Source: an optimization exercise on an open RTL-to-GDS flow (aim: small area and a short achievable clock period). Production flows keep margins and buffers that such runs may drop. In this exercise RTL edits were held to simulation tests only and were not proved equivalent to the original. Power figures rest on the tool's default switching activity, not on a simulated workload.

--- flow/design.v ---
`timescale 1ns / 1ps
module adder_32(
    input [31:0] value1,
    input [31:0] value2,
    output reg [31:0] out_value
    );
    always @(*) begin
        out_value = value1 + value2;
    end
endmodule
module or2to1_1bit(
    input in1,
    input in2,
    output out
    );
    assign out = in1 | in2;
endmodule
module mux4to1_32(
    input [1:0] switch,
    input [31:0] input00,
    input [31:0] input01,
    input [31:0] input10,
    input [31:0] input11,
    output reg [31:0] out
    );
    always @(*) begin
        case(switch)
            2'b00: out = input00;
            2'b01: out = input01;
            2'b10: out = input10;
            2'b11: out = input11;
        endcase
        end
endmodule
module mux2to1_32(
    input switch,
    input [31:0] input0,
    input [31:0] input1,
    output reg [31:0] out
    );
    always @(*) begin
        if(switch) out = input1;
        else out = input0;
    end
endmodule
`timescale 1ns / 1ps
module program_counter(
    input [31:0] pc_in,
    input rst,
    input clk,
    output reg [31:0] pc_out  
    );
    always @(posedge clk) begin
        if(rst) pc_out <= 32'h00010000;  
        else pc_out <= pc_in;
    end
endmodule
`timescale 1ns / 1ps
module decoder_core(
    input [31:0] inst,
    output reg rd_e,
    output reg [4:0] rd,
    output reg rs1_e,
    output reg [4:0] rs1,
    output reg rs2_e,
    output reg [4:0] rs2,
    output reg imm_e,  
    output reg [31:0] imm,
    output reg pc_e,  
    output reg jump_e,  
    output reg [16:0] full_inst  
    );
    always @(*) begin
        case(inst[6:0])
            7'b0110011: begin  
                full_inst = {inst[31:25], inst[14:12], inst[6:0]};  
                rd_e = 1;
                rd = inst[11:7];
                rs1_e = 1;
                rs1 = inst[19:15];
                rs2_e = 1;
                rs2 = inst[24:20];
                imm_e = 0;
                imm = 32'b0;
                pc_e = 0;
                jump_e = 0;
            end
            7'b0010011,  
            7'b0000011,  
            7'b1110011,  
            7'b0001111: begin  
                full_inst = {7'b0, inst[14:12], inst[6:0]};  
                rd_e = 1;
                rd = inst[11:7];
                rs1_e = 1;
                rs1 = inst[19:15];
                rs2_e = 0;
                rs2 = 5'b0;
                imm_e = 1;
                imm = {{20{inst[31]}}, inst[31:20]};
                pc_e = 0;
                jump_e = 0;
            end
            7'b0100011: begin  
                full_inst = {7'b0, inst[14:12], inst[6:0]};  
                rd_e = 0;
                rd = 5'b0;
                rs1_e = 1;
                rs1 = inst[19:15];
                rs2_e = 1;
                rs2 = inst[24:20];
                imm_e = 1;
                imm = {{20{inst[31]}}, inst[31:25], inst[11:7]};
                pc_e = 0;
                jump_e = 0;
            end
            7'b1100011: begin  
                full_inst = {7'b0, inst[14:12], inst[6:0]};  
                rd_e = 0;
                rd = 5'b0;
                rs1_e = 1;
                rs1 = inst[19:15];
                rs2_e = 1;
                rs2 = inst[24:20];
                imm_e = 1;
                imm = {{20{inst[31]}}, inst[7], inst[30:25], inst[11:8], 1'b0};
                pc_e = 1;
                jump_e = 0;
            end
            7'b0110111 : begin  
                full_inst = {10'b0, inst[6:0]};  
                rd_e = 1;
                rd = inst[11:7];
                rs1_e = 1;
                rs1 = 5'b0;  
                rs2_e = 0;
                rs2 = 5'b0;
                imm_e = 1;
                imm = {inst[31:12], 12'b0};
                pc_e = 0;  
                jump_e = 0;
            end
            7'b0010111 : begin  
                full_inst = {10'b0, inst[6:0]};  
                rd_e = 1;
                rd = inst[11:7];
                rs1_e = 0;
                rs1 = 5'b0;
                rs2_e = 0;
                rs2 = 5'b0;
                imm_e = 1;
                imm = {inst[31:12], 12'b0};
                pc_e = 1;
                jump_e = 0;
            end
            7'b1101111: begin  
                full_inst = {10'b0, inst[6:0]};  
                rd_e = 1;
                rd = inst[11:7];
                rs1_e = 0;
                rs1 = 5'b0;
                rs2_e = 0;
                rs2 = 5'b0;
                imm_e = 1;
                imm = {{12{inst[31]}}, inst[19:12], inst[20], inst[30:21], 1'b0};
                pc_e = 1;
                jump_e = 1;
            end
             7'b1100111: begin  
                full_inst = {10'b0, inst[6:0]};  
                rd_e = 1;
                rd = inst[11:7];
                rs1_e = 1;
                rs1 = inst[19:15];
                rs2_e = 0;
                rs2 = 5'b0;
                imm_e = 1;
                imm = {{20{inst[31]}}, inst[31:20]};
                pc_e = 0;
                jump_e = 1;
            end
            default: begin  
                full_inst = 17'b0;
                rd_e = 0;
                rd = 5'b0;
                rs1_e = 0;
                rs1 = 5'b0;
                rs2_e = 0;
                rs2 = 5'b0;
                imm_e = 0;
                imm = 32'b0;
                pc_e = 0;
                jump_e = 0;
            end
        endcase
    end
endmodule
`timescale 1ns / 1ps
module register(
    input rd_e,
    input [4:0] rd,
    input [31:0] rd_v,
    input rs1_e,
    input [4:0] rs1,
    input rs2_e,
    input [4:0] rs2,
    input clk,
    output reg [31:0] rs1_v,
    output reg [31:0] rs2_v 
    );
    reg [31:0] registers[31:1];  
    always @(posedge clk) begin
        if (rd_e && (rd != 5'b0)) begin
            registers[rd] <= rd_v;
        end
    end
    always @(*) begin
        rs1_v = 32'b0;
        rs2_v = 32'b0;
        if (rs1_e && (rs1 != 5'b0)) rs1_v = registers[rs1];
        if (rs2_e && (rs2 != 5'b0)) rs2_v = registers[rs2];
    end
endmodule
`timescale 1ns / 1ps
module alu(
    input [16:0] full_op,
    input [31:0] in_value1,
    input [31:0] in_value2,
    output reg [31:0] out_value
    );
    always @(*) begin
        out_value = 32'b0;
        case(full_op[6:0])
            7'b0110011,  
            7'b0010011:  
                case(full_op[9:7])
                    3'b000:  
                        if(full_op[16:10]==7'b0000000) out_value = in_value1 + in_value2;
                        else if(full_op[6:0]==7'b0110011 && full_op[16:10]==7'b0100000) out_value = in_value1 - in_value2;
                    3'b001:  
                        if(full_op[16:10]==7'b0000000) out_value = in_value1 << in_value2[4:0];
                    3'b010:  
                        if(full_op[16:10]==7'b0000000) out_value = $signed(in_value1) < $signed(in_value2);
                    3'b011:  
                        if(full_op[16:10]==7'b0000000) out_value = in_value1 < in_value2;
                    3'b100:  
                        if(full_op[16:10]==7'b0000000) out_value = in_value1 ^ in_value2;
                    3'b101:  
                        if(full_op[16:10]==7'b0000000) out_value = in_value1 >> in_value2[4:0];
                        else if(full_op[16:10]==7'b0100000) out_value = $signed(in_value1) >>> in_value2[4:0];
                    3'b110:  
                        if(full_op[16:10]==7'b0000000) out_value = in_value1 | in_value2;
                    3'b111:  
                        if(full_op[16:10]==7'b0000000) out_value = in_value1 & in_value2;
                endcase
            7'b1101111,  
            7'b1100111,  
            7'b0110111,  
            7'b0010111,  
            7'b1100011: begin  
                out_value = in_value1 + in_value2;
            end
            default:
                out_value = 32'hdeadbeef;
        endcase
    end
endmodule
`timescale 1ns / 1ps
module branch(
    input [9:0] branch_inst,
    input [31:0] rs1_v,
    input [31:0] rs2_v,
    output reg branch_e
    );
    always @(*) begin
        case(branch_inst[6:0])
            7'b1100011: begin  
                case(branch_inst[9:7])
                    3'b000:  
                        branch_e = (rs1_v == rs2_v) ? 1 : 0;
                    3'b001:  
                        branch_e = (rs1_v == rs2_v) ? 0 : 1;
                    3'b100:  
                        branch_e = ($signed(rs1_v) < $signed(rs2_v)) ? 1 : 0;
                    3'b101:  
                        branch_e = ($signed(rs1_v) < $signed(rs2_v)) ? 0 : 1;
                    3'b110:  
                        branch_e = (rs1_v < rs2_v) ? 1 : 0;
                    3'b111:  
                        branch_e = (rs1_v < rs2_v) ? 0 : 1;
                    default:
                        branch_e = 0;
                endcase
            end
            default:
                branch_e = 0;
        endcase
    end
endmodule
`timescale 1ns / 1ps
module cpu(
        input clk,
        input reset,
        input [31:0] op_code,  
        output reg [31:0] im_addr  
    );
    wire branch_e, jump_e, jumpmux_e;
    wire [31:0] pc_in, pc_out, next_pc;
    wire rd_e, rs1_e, rs2_e, imm_e, pc_e;
    wire [4:0] rd, rs1, rs2;
    wire [16:0] full_inst;  
    wire [31:0] rd_v, rs1_v, rs2_v, imm;
    wire [31:0] value_1, value_2;
    wire [31:0] alu_out;
    or2to1_1bit _jumpsw(branch_e, jump_e, jumpmux_e);  
    mux2to1_32 _jumpmux(jumpmux_e, next_pc, alu_out, pc_in);  
    adder_32 _pcadd(32'd4, pc_out, next_pc);  
    program_counter _pc(pc_in, reset, clk, pc_out);  
    decoder_core _dc(op_code, rd_e, rd, rs1_e, rs1, rs2_e, rs2, imm_e, imm, pc_e, jump_e, full_inst);
    register _re(rd_e, rd, rd_v, rs1_e, rs1, rs2_e, rs2, clk, rs1_v, rs2_v);
    mux2to1_32 _pcsw(pc_e, rs1_v, pc_out, value_1);  
    mux2to1_32 _immsw(imm_e, rs2_v, imm, value_2);  
    alu _alu(full_inst, value_1, value_2, alu_out);
    branch _branch(full_inst[9:0], rs1_v, rs2_v, branch_e);
    mux4to1_32 _rdsw({1'b0, jump_e}, alu_out, next_pc, 32'b0, 32'b0, rd_v);  
    always @(posedge clk) begin
        im_addr <= pc_out;
    end
endmodule
--- flow/constraint.sdc ---
create_clock -name core_clock -period 10.0 [get_ports {clk}]
set_input_delay 2.0000 -clock core_clock [delete_from_list [all_inputs] [get_ports {clk}]]
set_output_delay 2.0000 -clock core_clock [all_outputs]
set_load 0.01 [all_outputs]
--- flow/config.mk ---
export PLATFORM = sky130hd
export DESIGN_NAME = cpu
export DESIGN_NICKNAME = cpu
export VERILOG_FILES = /design/flow/design.v
export SDC_FILE = /design/flow/constraint.sdc
export NUM_CORES = 4
export LEC_CHECK = 0
export CAP_MARGIN = 20
export CORE_MARGIN = 2
export CORE_UTILIZATION = 40
export SLEW_MARGIN = 20
--- flow/run.sh ---
#!/bin/bash
# synth_recipe.tcl (not shown) runs the flow's synth.tcl, then flattens the netlist and writes it again
# the make line also repeats each setting of config.mk as NAME=value (left out here)
make -C /OpenROAD-flow-scripts/flow DESIGN_CONFIG=/design/flow/config.mk WORK_HOME=/design/flow/orfs CLKGATE_MAP_FILE= SYNTH_SCRIPT=/design/flow/synth_recipe.tcl finish
==> results.txt <==
## sequential cells by signal, summed over array words and instances, names as in the netlist
| name | flops |
|---|---|
| im_addr | 32 |
| _pc.pc_out | 32 |
| _re.registers | 992 |
## placed cells by master (no fill, tap or decap), types with 149 or more instances in the layout
master    synthesis  final
nor2_1          416    375
buf_4            32    338
a211oi_1        193    193
nand3_1         238    233
o21ai_0         298    296
a21oi_1         310    302
edfxtp_1        992    992
mux2i_1         394    392
nand2_1         785    784
inv_1           151    149
## cells in the mapped netlist (22+ instances only)
master / number / area [µm²]
nand2_1: 785 / 2950
a221o_1: 79 / 791
buf_1: 34 / 128
dfxtp_1: 64 / 1280
mux2_2: 130 / 1460
buf_4: 32 / 240
nand3_1: 238 / 1190
mux2i_1: 394 / 3940
nor2_1: 416 / 1560
inv_1: 151 / 567
edfxtp_1: 992 / 29800
o21ai_0: 298 / 1490
nand4_1: 31 / 194
o21a_1: 34 / 255
nor3_1: 126 / 631
nor2b_1: 67 / 419
nor4_1: 67 / 419
a21oi_1: 310 / 1550
a2111oi_0: 30 / 263
buf_2: 125 / 626
a211o_1: 23 / 201
o22ai_1: 95 / 594
and3_1: 40 / 250
xnor2_1: 50 / 438
o31ai_1: 26 / 195
o211ai_1: 80 / 601
o21bai_1: 22 / 165
a221oi_1: 76 / 666
mux4_2: 40 / 901
a211oi_1: 193 / 1450
clkbuf_1: 265 / 995
a31oi_1: 95 / 594
a21o_1: 37 / 278
o221ai_1: 37 / 324
ha_1: 130 / 1630
a22oi_1: 25 / 188
## worst max-delay path, delay by kind of cell
kind            cells  cell delay (ps)
fa+ha+maj           1              300
mux                 1              110
buf+inv             7             2260
compound gates     13             3650
simple gates        6             1760
xor+xnor            1              120
## cell families after synthesis
logic type / share of synthesized area (%)
and+or+nand+nor: 13.7
xor gates and xnor gates: 0.966
DFF: 48.9
buffers and inverters: 4.42
muxes: 10.1
adders and majority gates: 2.63
AOI/OAI and AO/OA: 19.2
## routing by layer
layer  GRT usage (%)  vias up  share of wire (%)
met4            25.8       24                8.3
li1                -    23699                  -
met5           0.297        -              0.072
met1            49.2    28853                 37
met3            12.3     1325                 14
met2            54.1     5057                 41
## per-stage QoR
step	util, %	power, mW	area, µm²	worst slack, ps
2_1_floorplan	-	5.50	63500	616
3_3_place_gp	43.2	5.95	68300	-190
3_5_place_dp	43.3	5.95	68400	-196
4_1_cts	45.7	10.3	72200	590
5_1_grt	45.7	10.6	72300	69.1
6_report	45.7	10.4	72300	308
## worst min path at each step
stage	to	slack [ps]
floorplan	im_addr[0]	360
global route	im_addr[3]	460
CTS	im_addr[31]	450
detailed placement	im_addr[31]	440
global placement	im_addr[21]	450
finish	im_addr[31]	450
## power by group through the flow
stage          Sequential, mW  Combinational [mW]  Clock (mW)
6_report                 4.83                1.09        4.46
5_1_grt                  4.83                1.10        4.64
4_1_cts                  4.83                1.03        4.47
3_5_place_dp             4.93                1.02           0
3_3_place_gp             4.93                1.03           0
2_1_floorplan            4.92               0.576           0
## repair_timing
item | CTS | global route
gates resized for setup | 0 | 1
setup buffers | 0 | 0
endpoints found under the setup margin | 0 | 26
## cell type report
type                       instances  area [µm²]
inverter                         161         607
clock buffer                     137        3000
fill                           14516       85700
tap                             2072        2590
antenna                           10        25.0
multi-input combinational       4422       30200
timing repair buffer             438        3930
clock inverter                    78         870
sequential                      1056       31100
==> flow_metrics.env <==
export IMPL_status="complete, no violations"
export IMPL_coreArea_um2=158000
export IMPL_setup_worst_path_end="_re.registers[4][31]"
export IMPL_cts_root_buf="clkbuf_16"
export IMPL_cpMostUsedCell="buf_12"
export IMPL_synthArstFlopShare_pct=0
export IMPL_p_comb_share_pct=10.5
export IMPL_io_pin_count=66
export IMPL_cts_tree="done"
export IMPL_r2r_start="_re.registers[26][7]"
export IMPL_fin_nets=6362
export IMPL_clk_pin_slew_ps=60
export IMPL_initial_core_util_pct=40.2
export IMPL_critPathLaunchType="input port"
export IMPL_power_leakage_nw=25.7
export IMPL_slew_headroom_pct=15.8
export IMPL_powerDensity_nw_per_um2=144
export IMPL_seq_power_share_pct=46.6
export IMPL_fmax_mhz=103
export IMPL_setup_tns_final_ps=0
export IMPL_clockPowerShare_pct=43.0
export IMPL_grt_pass1_vias=55219
export IMPL_worstPathRequired_ps=10620
export IMPL_synth_net_count=6280
export IMPL_seq_area_frac_synth_pct=48.9
export IMPL_worstSetupPathType="in2reg"
export IMPL_drc=0
export IMPL_drv_cap=0
export IMPL_drt_iter0_markers=10351
export IMPL_yosysWarnings=9
export IMPL_die_h_um=402
export IMPL_ff2ff_path_depth=20
export IMPL_crit_path_top_delay_cell="nor3_1"
export IMPL_synth_distinct_cells=125
export IMPL_finalClockSkew_ps=43.7
export IMPL_synthToLayoutAreaGrowth_pct=13.9
export IMPL_numCtsBuffers=117
export IMPL_path_max_fanout=40
export IMPL_min_path_cells=0
export IMPL_startpoint="op_code[3]"
export IMPL_cts_sinks=1056
export IMPL_hold_violations=0
export IMPL_switching_share_pct=26.3
export IMPL_avgSynthCellArea_um2=10.4
export IMPL_whs_ps=448
export IMPL_switchingPower_mw=2.73
export IMPL_crit_arrival_ps=10310
export IMPL_endpoint_kind="flop"
export IMPL_antenna_found_initial=20
export IMPL_hold_buffers=0
export IMPL_clk_latency_ps=790
export IMPL_synthCells=6114
export IMPL_grt_pass1_wl_mm=436
export IMPL_die_area_um2=162000
export IMPL_avgViaCountPerCell=7.04
export IMPL_grt_overflow=0
export IMPL_htree_num_levels=3
export IMPL_synth_edff_count=992
export IMPL_gp_congestion=1.09
export IMPL_max_stage_delay_ps=820
export IMPL_internal_power_mw=7.65
export IMPL_grt_max_degree=114
export IMPL_routed_via_count=58958
export IMPL_hpwl_mm=214
export IMPL_min_period_over_period_pct=96.9
export IMPL_reg2reg_slack_ps=3030
export IMPL_stdcell_count=8374
export IMPL_ys_seq_elements=1056
export IMPL_rsz0062_at_grt="no"
export IMPL_hold_path_class="reg2reg"
export IMPL_tightest_slew_ps=1250
export IMPL_ant_nets=0
export IMPL_cts_buffer_depth=3
export IMPL_grt_use_total_pct=38.1
export IMPL_period_minus_slack_ps=9690
export IMPL_first_pass_iters=8
export IMPL_routedWlPerCell_um=38.0
export IMPL_drive_gt1_share_pct=14.6
export IMPL_synth_area_um2=63500
export IMPL_synth_top_flop_cell="edfxtp_1"
export IMPL_holdCritStartpoint="_pc.pc_out[31]"
export IMPL_port_buffers=65
export IMPL_wl_mm=318
export IMPL_setup_viol=0
export IMPL_drv_slew=0
export IMPL_ir_drop_mv=0.168
export IMPL_place_inst=8148
export IMPL_fp_row_count=146
export IMPL_r2r_end="_re.registers[4][31]"
export IMPL_die_width_um=402

## port drivers added, routing unchanged
In the flow no input, the clock included, has a driving cell. The finished layout below was timed again as built, in two steps. Step 1 sets driving cells, clkbuf_16 on the clock port and buf_2 on the other inputs (assumed; they add their load-dependent delay and slew). Step 2 times the ports against the registers' clock, not the clock port: input delays grow and output delays shrink by t, the midpoint of the rising clock arrivals with the driver on. Three values: no drivers, after step 1, after step 2; two values: the first two.
t (ns): 0.856
slack for setup (ns): 0.308 / 0.369 / -0.487
hold slack, ns: 0.448 / 0.448 / 0.448
worst setup path after step 2: input to register
pins driven straight from the clock port: 1
Met with ideal ports but missed after step 2: setup timing in this run. The setup slack of this run moves by +0.061 ns with the drivers and by -0.795 ns with both steps.
